This design comes from an exercise in tuning for small area, a short achievable clock period and few clock cycles on the open sky130 flow, not from production work.
Only simulation tests tie the RTL to the original design; equivalence was not proved.

==> trial 56 <==
## cpu
module cpu(
    input clk, rst,
    output [31:0] imem_addr,
    input  [31:0] imem_rdata,
    output [31:0] dmem_addr,
    output [31:0] dmem_wdata,
    output        dmem_we,
    input  [31:0] dmem_rdata
);
==> module regfile, before the edit <==
module regfile(
    input clk, rst,
    input we,
    input [4:0] wa,
    input [31:0] wd,
    input [4:0] ra1, ra2,
    output [31:0] rd1, rd2
);
reg [31:0] r [1:31];
reg [31:1] v;
always @(posedge clk) begin
    if (rst) v <= 31'd0;
    else if (we && wa != 5'd0) v[wa] <= 1'b1;
end
always @(posedge clk) begin
    if (we && wa != 5'd0) r[wa] <= wd;
end
wire [31:0] vv = {v, 1'b0};
assign rd1 = vv[ra1] ? r[ra1] : 32'd0;
assign rd2 = vv[ra2] ? r[ra2] : 32'd0;
endmodule
==> module cpu, before the edit <==
module cpu(
    input clk, rst,
    output [31:0] imem_addr,
    input  [31:0] imem_rdata,
    output [31:0] dmem_addr,
    output [31:0] dmem_wdata,
    output        dmem_we,
    input  [31:0] dmem_rdata
);
reg  [31:2] pc_F;
reg  [31:0] ir_D;
reg  [31:2] pc4_D;
reg  [3:0]  hi_D;        
reg  [31:0] a_E, b_E;
reg  [15:0] imm_E;
reg  [29:0] alt_E;       
reg         fwdA_E, fwdB_E, useImm_E;
reg         wr_E, ld_E, st_E, br_E, bne_E, pt_E;
reg  [4:0]  rd_E;
reg  [2:0]  op_E;        
reg  [31:0] res_M, sd_M;
reg  [4:0]  rd_M;
reg         wr_M, ld_M, st_M;
assign imem_addr = {pc_F, 2'b00};
wire [31:2] pc4_F = pc_F + 30'd1;
wire [5:0] opc = ir_D[31:26];
wire [4:0] rs  = ir_D[25:21];
wire [4:0] rt  = ir_D[20:16];
wire [4:0] rdf = ir_D[15:11];
wire [5:0] fn  = ir_D[5:0];
wire [15:0] imm = ir_D[15:0];
wire isR   = opc == 6'h00;
wire isJR  = isR && fn == 6'h08;
wire isSh  = isR && (fn == 6'h00 || fn == 6'h02);
wire isJ   = opc == 6'h02;
wire isJAL = opc == 6'h03;
wire isBEQ = opc == 6'h04;
wire isBNE = opc == 6'h05;
wire isBr  = isBEQ || isBNE;
wire isLW  = opc == 6'h23;
wire isSW  = opc == 6'h2B;
wire isImm = opc[5:3] == 3'b001;    
wire usesRs = !(isSh || isJ || isJAL);
wire usesRt = isR || isBr || isSW;
reg [2:0] op_D;
always @(*) begin
    op_D = 3'd0;
    if (isR) begin
        case (fn)
        6'h22: op_D = 3'd1;
        6'h24: op_D = 3'd2;
        6'h25: op_D = 3'd3;
        6'h26: op_D = 3'd4;
        6'h00: op_D = 3'd5;
        6'h02: op_D = 3'd6;
        default: op_D = 3'd0;
        endcase
    end else if (isImm) begin
        case (opc[2:0])
        3'd4: op_D = 3'd2;
        3'd5: op_D = 3'd3;
        3'd6: op_D = 3'd4;
        default: op_D = 3'd0;
        endcase
    end
end
wire [4:0] dst_D = isR ? rdf : isJAL ? 5'd31 : rt;
wire wr_D = (isR && !isJR || isImm || isLW || isJAL) && dst_D != 5'd0;
wire [31:0] rf1, rf2;
wire        wr_WB = wr_M;
wire [31:0] wb_M  = ld_M ? dmem_rdata : res_M;
regfile regfile(.clk(clk), .rst(rst), .we(wr_WB), .wa(rd_M), .wd(wb_M),
                .ra1(rs), .ra2(rt), .rd1(rf1), .rd2(rf2));
wire exA = wr_E && rd_E == rs;
wire exB = wr_E && rd_E == rt;
wire mA  = wr_M && rd_M == rs;
wire mB  = wr_M && rd_M == rt;
wire [31:0] valA = mA ? wb_M : rf1;
wire [31:0] valB = mB ? wb_M : rf2;
wire stall = (ld_E && (usesRs && exA || usesRt && exB)) ||
             (isJR && (exA || ld_M && mA));
wire [31:2] brT  = pc4_D + {{14{imm[15]}}, imm};
wire [31:2] jT   = {hi_D, ir_D[25:0]};
wire        predT = isBr && (imm[15] || isBEQ && rs == rt);
wire        redirD = isJ || isJAL || isJR || predT;
wire [31:0] jrv  = mA ? res_M : rf1;    
wire [31:2] tgtD = predT ? brT : isJR ? jrv[31:2] : jT;
wire [31:0] a  = fwdA_E ? res_M : a_E;
wire [31:0] bv = fwdB_E ? res_M : b_E;
wire [31:0] bo = useImm_E ? {{16{imm_E[15]}}, imm_E} : bv;
wire [4:0]  sh = imm_E[10:6];
reg [31:0] res_E;
always @(*) begin
    case (op_E)
    3'd0: res_E = a + bo;
    3'd1: res_E = a - bo;
    3'd2: res_E = a & bo;
    3'd3: res_E = a | bo;
    3'd4: res_E = a ^ bo;
    3'd5: res_E = bv << sh;
    default: res_E = bv >> sh;
    endcase
end
wire eq = a == bv;
wire taken = bne_E ^ eq;
wire mispE = br_E && (taken != pt_E);
assign dmem_addr  = res_M;
assign dmem_wdata = sd_M;
assign dmem_we    = st_M;
always @(posedge clk) begin
    if (rst) pc_F <= 30'd32;
    else if (mispE) pc_F <= alt_E;
    else if (stall) pc_F <= pc_F;
    else if (redirD) pc_F <= tgtD;
    else pc_F <= pc4_F;
end
always @(posedge clk) begin
    if (rst || mispE || (!stall && redirD)) ir_D <= 32'd0;
    else if (!stall) ir_D <= imem_rdata;
    if (!stall) begin
        pc4_D <= pc4_F;
        hi_D  <= pc_F[31:28];
    end
end
always @(posedge clk) begin
    if (rst || mispE || stall) begin
        wr_E <= 1'b0; ld_E <= 1'b0; st_E <= 1'b0; br_E <= 1'b0;
    end else begin
        wr_E <= wr_D; ld_E <= isLW; st_E <= isSW; br_E <= isBr;
    end
    a_E      <= isJAL ? {pc4_D, 2'b00} : valA;
    b_E      <= valB;
    imm_E    <= isJAL ? 16'd0 : imm;
    fwdA_E   <= exA && !isJAL;
    fwdB_E   <= exB;
    useImm_E <= !isR;
    rd_E     <= dst_D;
    op_E     <= op_D;
    bne_E    <= isBNE;
    pt_E     <= predT;
    alt_E    <= predT ? pc4_D : brT;
end
always @(posedge clk) begin
    if (rst) begin
        wr_M <= 1'b0; ld_M <= 1'b0; st_M <= 1'b0;
    end else begin
        wr_M <= wr_E; ld_M <= ld_E; st_M <= st_E;
    end
    res_M <= res_E;
    sd_M  <= bv;
    rd_M  <= rd_E;
end
endmodule
export LEC_CHECK = 0
export CAP_MARGIN = 20
export CORE_MARGIN = 2
export CORE_UTILIZATION = 25
export PLACE_DENSITY = 0.4
export SLEW_MARGIN = 20
create_clock -name core_clock -period 14.0 [get_ports {clk}]
run.sh (not shown) runs the stock make flow with config.mk's settings and CLKGATE_MAP_FILE= SYNTH_SCRIPT=/design/flow/synth_recipe.tcl, a recipe that flattens the netlist after the stock synthesis.
==> trial 66: changes against trial 56 <==
--- a/flow/design.v
+++ b/flow/design.v
@@ -6,3 +6,5 @@
     input [4:0] ra1, ra2,
-    output [31:0] rd1, rd2
+    input byp1, byp2,
+    input [31:0] bd,
+    output reg [31:0] rd1, rd2
 );
@@ -17,5 +19,12 @@
 end
-wire [31:0] vv = {v, 1'b0};
-assign rd1 = vv[ra1] ? r[ra1] : 32'd0;
-assign rd2 = vv[ra2] ? r[ra2] : 32'd0;
+wire [31:0] s1 = 32'd1 << ra1;
+wire [31:0] s2 = 32'd1 << ra2;
+always @(*) begin
+    rd1 = {32{byp1}} & bd;
+    rd2 = {32{byp2}} & bd;
+    for (integer i = 1; i < 32; i = i + 1) begin
+        rd1 = rd1 | ({32{s1[i] & v[i] & !byp1}} & r[i]);
+        rd2 = rd2 | ({32{s2[i] & v[i] & !byp2}} & r[i]);
+    end
+end
 endmodule
@@ -32,4 +41,2 @@
 reg  [31:0] ir_D;
-reg  [31:2] pc4_D;
-reg  [3:0]  hi_D;        
 reg  [31:0] a_E, b_E;
@@ -37,6 +44,6 @@
 reg  [29:0] alt_E;       
-reg         fwdA_E, fwdB_E, useImm_E;
+reg         fwdA_E, fwdB_E, sBI_E, sBF_E, sBR_E;
+reg         sub_E, rSum_E, rAnd_E, rOr_E, rXor_E, rShl_E, rShr_E;
 reg         wr_E, ld_E, st_E, br_E, bne_E, pt_E;
 reg  [4:0]  rd_E;
-reg  [2:0]  op_E;        
 reg  [31:0] res_M, sd_M;
@@ -46,2 +53,6 @@
 wire [31:2] pc4_F = pc_F + 30'd1;
+wire [31:2] pcS_F = pc4_F ^ ({30{stall}} & (pc4_F ^ pc_F));
+wire [3:0]  jHi   = pc4_F[31:28] - {3'd0, pc4_F[27:2] == 26'd0};
+wire [31:2] jT_F  = {jHi, imem_rdata[25:0]};
+wire        jF    = imem_rdata[31:27] == 5'b00001;    
 wire [5:0] opc = ir_D[31:26];
@@ -65,2 +76,3 @@
 wire usesRt = isR || isBr || isSW;
+wire useImm = !(isR || isBr);
 reg [2:0] op_D;
@@ -92,4 +104,2 @@
 wire [31:0] wb_M  = ld_M ? dmem_rdata : res_M;
-regfile regfile(.clk(clk), .rst(rst), .we(wr_WB), .wa(rd_M), .wd(wb_M),
-                .ra1(rs), .ra2(rt), .rd1(rf1), .rd2(rf2));
 wire exA = wr_E && rd_E == rs;
@@ -98,29 +108,32 @@
 wire mB  = wr_M && rd_M == rt;
-wire [31:0] valA = mA ? wb_M : rf1;
-wire [31:0] valB = mB ? wb_M : rf2;
+regfile regfile(.clk(clk), .rst(rst), .we(wr_WB), .wa(rd_M), .wd(wb_M),
+                .ra1(rs), .ra2(rt), .byp1(mA), .byp2(mB), .bd(wb_M),
+                .rd1(rf1), .rd2(rf2));
+wire [31:0] valA = rf1;
+wire [31:0] valB = rf2;
 wire stall = (ld_E && (usesRs && exA || usesRt && exB)) ||
              (isJR && (exA || ld_M && mA));
-wire [31:2] brT  = pc4_D + {{14{imm[15]}}, imm};
-wire [31:2] jT   = {hi_D, ir_D[25:0]};
+wire [31:2] brT  = pc_F + {{14{imm[15]}}, imm};
+wire [31:2] link = {pc_F[31:28] + {3'd0, ir_D[25:0] == 26'd0}, ir_D[25:0]};
 wire        predT = isBr && (imm[15] || isBEQ && rs == rt);
-wire        redirD = isJ || isJAL || isJR || predT;
-wire [31:0] jrv  = mA ? res_M : rf1;    
-wire [31:2] tgtD = predT ? brT : isJR ? jrv[31:2] : jT;
+wire        redirD = isJR || predT;
+wire [31:0] jrv  = valA;                
+wire [31:2] tgtD = predT ? brT : jrv[31:2];
 wire [31:0] a  = fwdA_E ? res_M : a_E;
 wire [31:0] bv = fwdB_E ? res_M : b_E;
-wire [31:0] bo = useImm_E ? {{16{imm_E[15]}}, imm_E} : bv;
+wire [31:0] bo = ({32{sBI_E}} & {{16{imm_E[15]}}, imm_E}) |
+                 ({32{sBF_E}} & res_M) | ({32{sBR_E}} & b_E);
 wire [4:0]  sh = imm_E[10:6];
-reg [31:0] res_E;
+wire [31:0] sum  = a + (bo ^ {32{sub_E}}) + {31'd0, sub_E};
+wire [31:0] x    = a ^ bo;
+reg  [31:0] bvr, shr, shrr;
 always @(*) begin
-    case (op_E)
-    3'd0: res_E = a + bo;
-    3'd1: res_E = a - bo;
-    3'd2: res_E = a & bo;
-    3'd3: res_E = a | bo;
-    3'd4: res_E = a ^ bo;
-    3'd5: res_E = bv << sh;
-    default: res_E = bv >> sh;
-    endcase
+    for (integer i = 0; i < 32; i = i + 1) bvr[i] = bv[31 - i];
+    shr = (rShl_E ? bvr : bv) >> sh;
+    for (integer i = 0; i < 32; i = i + 1) shrr[i] = shr[31 - i];
 end
-wire eq = a == bv;
+wire [31:0] res_E = ({32{rSum_E}} & sum) | ({32{rAnd_E}} & (a & bo)) |
+                    ({32{rOr_E}} & (a | bo)) | ({32{rXor_E}} & x) |
+                    ({32{rShl_E}} & shrr) | ({32{rShr_E}} & shr);
+wire eq = ~|x;       
 wire taken = bne_E ^ eq;
@@ -130,8 +143,8 @@
 assign dmem_we    = st_M;
+wire [31:2] pcA  = mispE ? alt_E : (redirD && !stall) ? tgtD : pcS_F;
+wire        takeJ = jF && !(mispE || stall || redirD || rst);
 always @(posedge clk) begin
-    if (rst) pc_F <= 30'd32;
-    else if (mispE) pc_F <= alt_E;
-    else if (stall) pc_F <= pc_F;
-    else if (redirD) pc_F <= tgtD;
-    else pc_F <= pc4_F;
+    if (takeJ) pc_F <= jT_F;
+    else if (rst) pc_F <= 30'd32;
+    else pc_F <= pcA;
 end
@@ -139,7 +152,3 @@
     if (rst || mispE || (!stall && redirD)) ir_D <= 32'd0;
-    else if (!stall) ir_D <= imem_rdata;
-    if (!stall) begin
-        pc4_D <= pc4_F;
-        hi_D  <= pc_F[31:28];
-    end
+    else if (!stall) ir_D <= jF ? {imem_rdata[31:26], pc4_F[27:2]} : imem_rdata;
 end
@@ -151,3 +160,3 @@
     end
-    a_E      <= isJAL ? {pc4_D, 2'b00} : valA;
+    a_E      <= isJAL ? {link, 2'b00} : valA;
     b_E      <= valB;
@@ -156,8 +165,16 @@
     fwdB_E   <= exB;
-    useImm_E <= !isR;
+    sBI_E    <= useImm;
+    sBF_E    <= !useImm && exB;
+    sBR_E    <= !useImm && !exB;
+    sub_E    <= op_D == 3'd1;
+    rSum_E   <= op_D[2:1] == 2'd0;
+    rAnd_E   <= op_D == 3'd2;
+    rOr_E    <= op_D == 3'd3;
+    rXor_E   <= op_D == 3'd4;
+    rShl_E   <= op_D == 3'd5;
+    rShr_E   <= op_D == 3'd6;
     rd_E     <= dst_D;
-    op_E     <= op_D;
     bne_E    <= isBNE;
     pt_E     <= predT;
-    alt_E    <= predT ? pc4_D : brT;
+    alt_E    <= predT ? pc_F : brT;
 end
==> flow/flow/run.sh (new file) <==
#!/bin/bash
# Standard layout, with timing repair asked for more setup slack than the
# clock period needs, so that the layout reaches a shorter period.
set -e
cp standard.sh standard_sh.txt
cp config.mk config_orig.txt
echo "export SETUP_SLACK_MARGIN = ${MARGIN:-10}" >> config.mk
bash standard.sh > standard.log 2>&1
==> flow/standard.sh (new file) <==
#!/bin/bash
# synth_recipe.tcl (not shown) runs the flow's synth.tcl, then flattens the netlist and writes it again
# the make line also repeats each setting of config.mk as NAME=value (left out here)
make -C /OpenROAD-flow-scripts/flow DESIGN_CONFIG=/design/flow/config.mk WORK_HOME=/design/flow/orfs CLKGATE_MAP_FILE= SYNTH_SCRIPT=/design/flow/synth_recipe.tcl "${@:-finish}"
CORE_UTILIZATION = 40   (was 25)
CTS_CLUSTER_DIAMETER = 80   (was not set)
CTS_CLUSTER_SIZE = 24   (was not set)
PLACE_DENSITY = 0.5   (was 0.4)
SETUP_SLACK_MARGIN = 10   (was not set)
removed: flow/run.sh
==> build 86: changes against trial 56 <==
--- a/flow/design.v
+++ b/flow/design.v
@@ -6,3 +6,3 @@
     input [4:0] ra1, ra2,
-    output [31:0] rd1, rd2
+    output reg [31:0] rd1, rd2
 );
@@ -17,5 +17,12 @@
 end
-wire [31:0] vv = {v, 1'b0};
-assign rd1 = vv[ra1] ? r[ra1] : 32'd0;
-assign rd2 = vv[ra2] ? r[ra2] : 32'd0;
+wire [31:0] s1 = 32'd1 << ra1;
+wire [31:0] s2 = 32'd1 << ra2;
+always @(*) begin
+    rd1 = 32'd0;
+    rd2 = 32'd0;
+    for (integer i = 1; i < 32; i = i + 1) begin
+        rd1 = rd1 | ({32{s1[i] & v[i]}} & r[i]);
+        rd2 = rd2 | ({32{s2[i] & v[i]}} & r[i]);
+    end
+end
 endmodule
@@ -32,4 +39,2 @@
 reg  [31:0] ir_D;
-reg  [31:2] pc4_D;
-reg  [3:0]  hi_D;        
 reg  [31:0] a_E, b_E;
@@ -37,6 +42,6 @@
 reg  [29:0] alt_E;       
-reg         fwdA_E, fwdB_E, useImm_E;
+reg         fwdA_E, fwdB_E, sBI_E, sBF_E, sBR_E;
+reg         sub_E, rSum_E, rAnd_E, rOr_E, rXor_E, rShl_E, rShr_E;
 reg         wr_E, ld_E, st_E, br_E, bne_E, pt_E;
 reg  [4:0]  rd_E;
-reg  [2:0]  op_E;        
 reg  [31:0] res_M, sd_M;
@@ -46,2 +51,6 @@
 wire [31:2] pc4_F = pc_F + 30'd1;
+wire [31:2] pcS_F = pc4_F ^ ({30{stall}} & (pc4_F ^ pc_F));
+wire [3:0]  jHi   = pc4_F[31:28] - {3'd0, pc4_F[27:2] == 26'd0};
+wire [31:2] jT_F  = {jHi, imem_rdata[25:0]};
+wire        jF    = imem_rdata[31:27] == 5'b00001;    
 wire [5:0] opc = ir_D[31:26];
@@ -65,2 +74,3 @@
 wire usesRt = isR || isBr || isSW;
+wire useImm = !(isR || isBr);
 reg [2:0] op_D;
@@ -102,25 +112,25 @@
              (isJR && (exA || ld_M && mA));
-wire [31:2] brT  = pc4_D + {{14{imm[15]}}, imm};
-wire [31:2] jT   = {hi_D, ir_D[25:0]};
+wire [31:2] brT  = pc_F + {{14{imm[15]}}, imm};
+wire [31:2] link = {pc_F[31:28] + {3'd0, ir_D[25:0] == 26'd0}, ir_D[25:0]};
 wire        predT = isBr && (imm[15] || isBEQ && rs == rt);
-wire        redirD = isJ || isJAL || isJR || predT;
+wire        redirD = isJR || predT;
 wire [31:0] jrv  = mA ? res_M : rf1;    
-wire [31:2] tgtD = predT ? brT : isJR ? jrv[31:2] : jT;
+wire [31:2] tgtD = predT ? brT : jrv[31:2];
 wire [31:0] a  = fwdA_E ? res_M : a_E;
 wire [31:0] bv = fwdB_E ? res_M : b_E;
-wire [31:0] bo = useImm_E ? {{16{imm_E[15]}}, imm_E} : bv;
+wire [31:0] bo = ({32{sBI_E}} & {{16{imm_E[15]}}, imm_E}) |
+                 ({32{sBF_E}} & res_M) | ({32{sBR_E}} & b_E);
 wire [4:0]  sh = imm_E[10:6];
-reg [31:0] res_E;
+wire [31:0] sum  = a + (bo ^ {32{sub_E}}) + {31'd0, sub_E};
+wire [31:0] x    = a ^ bo;
+reg  [31:0] bvr, shr, shrr;
 always @(*) begin
-    case (op_E)
-    3'd0: res_E = a + bo;
-    3'd1: res_E = a - bo;
-    3'd2: res_E = a & bo;
-    3'd3: res_E = a | bo;
-    3'd4: res_E = a ^ bo;
-    3'd5: res_E = bv << sh;
-    default: res_E = bv >> sh;
-    endcase
+    for (integer i = 0; i < 32; i = i + 1) bvr[i] = bv[31 - i];
+    shr = (rShl_E ? bvr : bv) >> sh;
+    for (integer i = 0; i < 32; i = i + 1) shrr[i] = shr[31 - i];
 end
-wire eq = a == bv;
+wire [31:0] res_E = ({32{rSum_E}} & sum) | ({32{rAnd_E}} & (a & bo)) |
+                    ({32{rOr_E}} & (a | bo)) | ({32{rXor_E}} & x) |
+                    ({32{rShl_E}} & shrr) | ({32{rShr_E}} & shr);
+wire eq = ~|x;       
 wire taken = bne_E ^ eq;
@@ -130,8 +140,8 @@
 assign dmem_we    = st_M;
+wire [31:2] pcA  = mispE ? alt_E : (redirD && !stall) ? tgtD : pcS_F;
+wire        takeJ = jF && !(mispE || stall || redirD || rst);
 always @(posedge clk) begin
-    if (rst) pc_F <= 30'd32;
-    else if (mispE) pc_F <= alt_E;
-    else if (stall) pc_F <= pc_F;
-    else if (redirD) pc_F <= tgtD;
-    else pc_F <= pc4_F;
+    if (takeJ) pc_F <= jT_F;
+    else if (rst) pc_F <= 30'd32;
+    else pc_F <= pcA;
 end
@@ -139,7 +149,3 @@
     if (rst || mispE || (!stall && redirD)) ir_D <= 32'd0;
-    else if (!stall) ir_D <= imem_rdata;
-    if (!stall) begin
-        pc4_D <= pc4_F;
-        hi_D  <= pc_F[31:28];
-    end
+    else if (!stall) ir_D <= jF ? {imem_rdata[31:26], pc4_F[27:2]} : imem_rdata;
 end
@@ -151,3 +157,3 @@
     end
-    a_E      <= isJAL ? {pc4_D, 2'b00} : valA;
+    a_E      <= isJAL ? {link, 2'b00} : valA;
     b_E      <= valB;
@@ -156,8 +162,16 @@
     fwdB_E   <= exB;
-    useImm_E <= !isR;
+    sBI_E    <= useImm;
+    sBF_E    <= !useImm && exB;
+    sBR_E    <= !useImm && !exB;
+    sub_E    <= op_D == 3'd1;
+    rSum_E   <= op_D[2:1] == 2'd0;
+    rAnd_E   <= op_D == 3'd2;
+    rOr_E    <= op_D == 3'd3;
+    rXor_E   <= op_D == 3'd4;
+    rShl_E   <= op_D == 3'd5;
+    rShr_E   <= op_D == 3'd6;
     rd_E     <= dst_D;
-    op_E     <= op_D;
     bne_E    <= isBNE;
     pt_E     <= predT;
-    alt_E    <= predT ? pc4_D : brT;
+    alt_E    <= predT ? pc_F : brT;
 end
==> flow/flow/run.sh (new file) <==
#!/bin/bash
# Standard layout, with timing repair asked for more setup slack than the
# clock period needs, so that the layout reaches a shorter period.
set -e
cp standard.sh standard_sh.txt
cp config.mk config_orig.txt
echo "export SETUP_SLACK_MARGIN = ${MARGIN:-10}" >> config.mk
bash standard.sh > standard.log 2>&1
==> flow/standard.sh (new file) <==
#!/bin/bash
# synth_recipe.tcl (not shown) runs the flow's synth.tcl, then flattens the netlist and writes it again
# the make line also repeats each setting of config.mk as NAME=value (left out here)
make -C /OpenROAD-flow-scripts/flow DESIGN_CONFIG=/design/flow/config.mk WORK_HOME=/design/flow/orfs CLKGATE_MAP_FILE= SYNTH_SCRIPT=/design/flow/synth_recipe.tcl "${@:-finish}"
CORE_UTILIZATION = 40   (was 25)
CTS_CLUSTER_DIAMETER = 80   (was not set)
CTS_CLUSTER_SIZE = 24   (was not set)
PLACE_DENSITY = 0.5   (was 0.4)
SETUP_SLACK_MARGIN = 10   (was not set)
removed: flow/run.sh
==> flow_metrics.env <==
export IMPL_max_slew_margin_pct=25.68
export IMPL_clockPowerShare_pct=35.6
export IMPL_finalWirelength_um=287100
export IMPL_placedCellCount=8576
export IMPL_crit_type="reg -> reg"
export IMPL_met1_length_um=120300
export IMPL_outcome="finished clean"
export IMPL_die_h_um=531.4
The numbers above come from trial 56.

==> flow_metrics.env <==
export IMPL_synth_distinct_cells=98
export IMPL_finalWirelength_um=359200
export IMPL_crit_type="in -> reg"
export IMPL_clockPowerShare_pct=32.9
export IMPL_max_slew_margin_pct=14.60
export IMPL_placedCellCount=7368
export IMPL_die_h_um=401.4
export IMPL_outcome="finished clean"
export IMPL_met1_length_um=123300
The numbers above come from trial 66.

==> flow_metrics.env <==
export IMPL_placedCellCount=7609
export IMPL_fin_area_um2=73790
export IMPL_min_to="rd_M[1]"
export IMPL_arrival_ns=4.79
export IMPL_met1_length_um=127900
export IMPL_swShare_pct=29.28
export IMPL_dieArea_um2=163900
export IMPL_top_usage_layer="met2"
export IMPL_crit_type="reg -> reg"
export IMPL_synth_top_family_by_area="compound AO/OA/AOI/OAI gates"
export IMPL_n_fill_cell=14800
export IMPL_synth_seq_cells=1290
export IMPL_max_slew_margin_pct=9.481
export IMPL_outcome="finished clean"
export IMPL_nets=5940
export IMPL_finalWirelength_um=364900
The numbers above come from build 86.

Testbench counts of trial 56, summed over its fixed seeds: cycles 62,442.
Testbench counts of trial 66, summed over its fixed seeds: cycles 61,093.
Testbench counts of build 86, summed over its fixed seeds: cycles 61,093.

==> static timing again, ports no longer ideal <==
The flow's constraints put no driver on any port. The routed layouts listed below were extracted and timed again, unchanged, in two steps.
Step 1: set_driving_cell puts a clkbuf_16 on clk and a buf_2 on each other input, an assumption about the parent block.
Step 2, shift: input delay + t, output delay - t, t = (earliest + latest rising clock arrival at the registers) / 2. This alone moves slack from input paths to output paths.
Slacks: no drivers / after step 1 / after step 2; pairs: no drivers / after step 1.
| run | t (ns) | setup slack, ns | worst slew at a driven data input, ns |
|---|---|---|---|
| trial 56 | 0.903 | 7.608 / 7.608 / 7.608 | 0.09 |
| trial 66 | 0.814 | 9.792 / 9.792 / 9.015 | 0.07 |
| build 86 | 0.820 | 9.849 / 9.839 / 9.170 | 0.07 |
After both steps every run listed still meets setup and hold. For trial 66, which loses most, drivers alone change the setup slack by 0.000 ns; drivers and shift together by -0.777 ns.
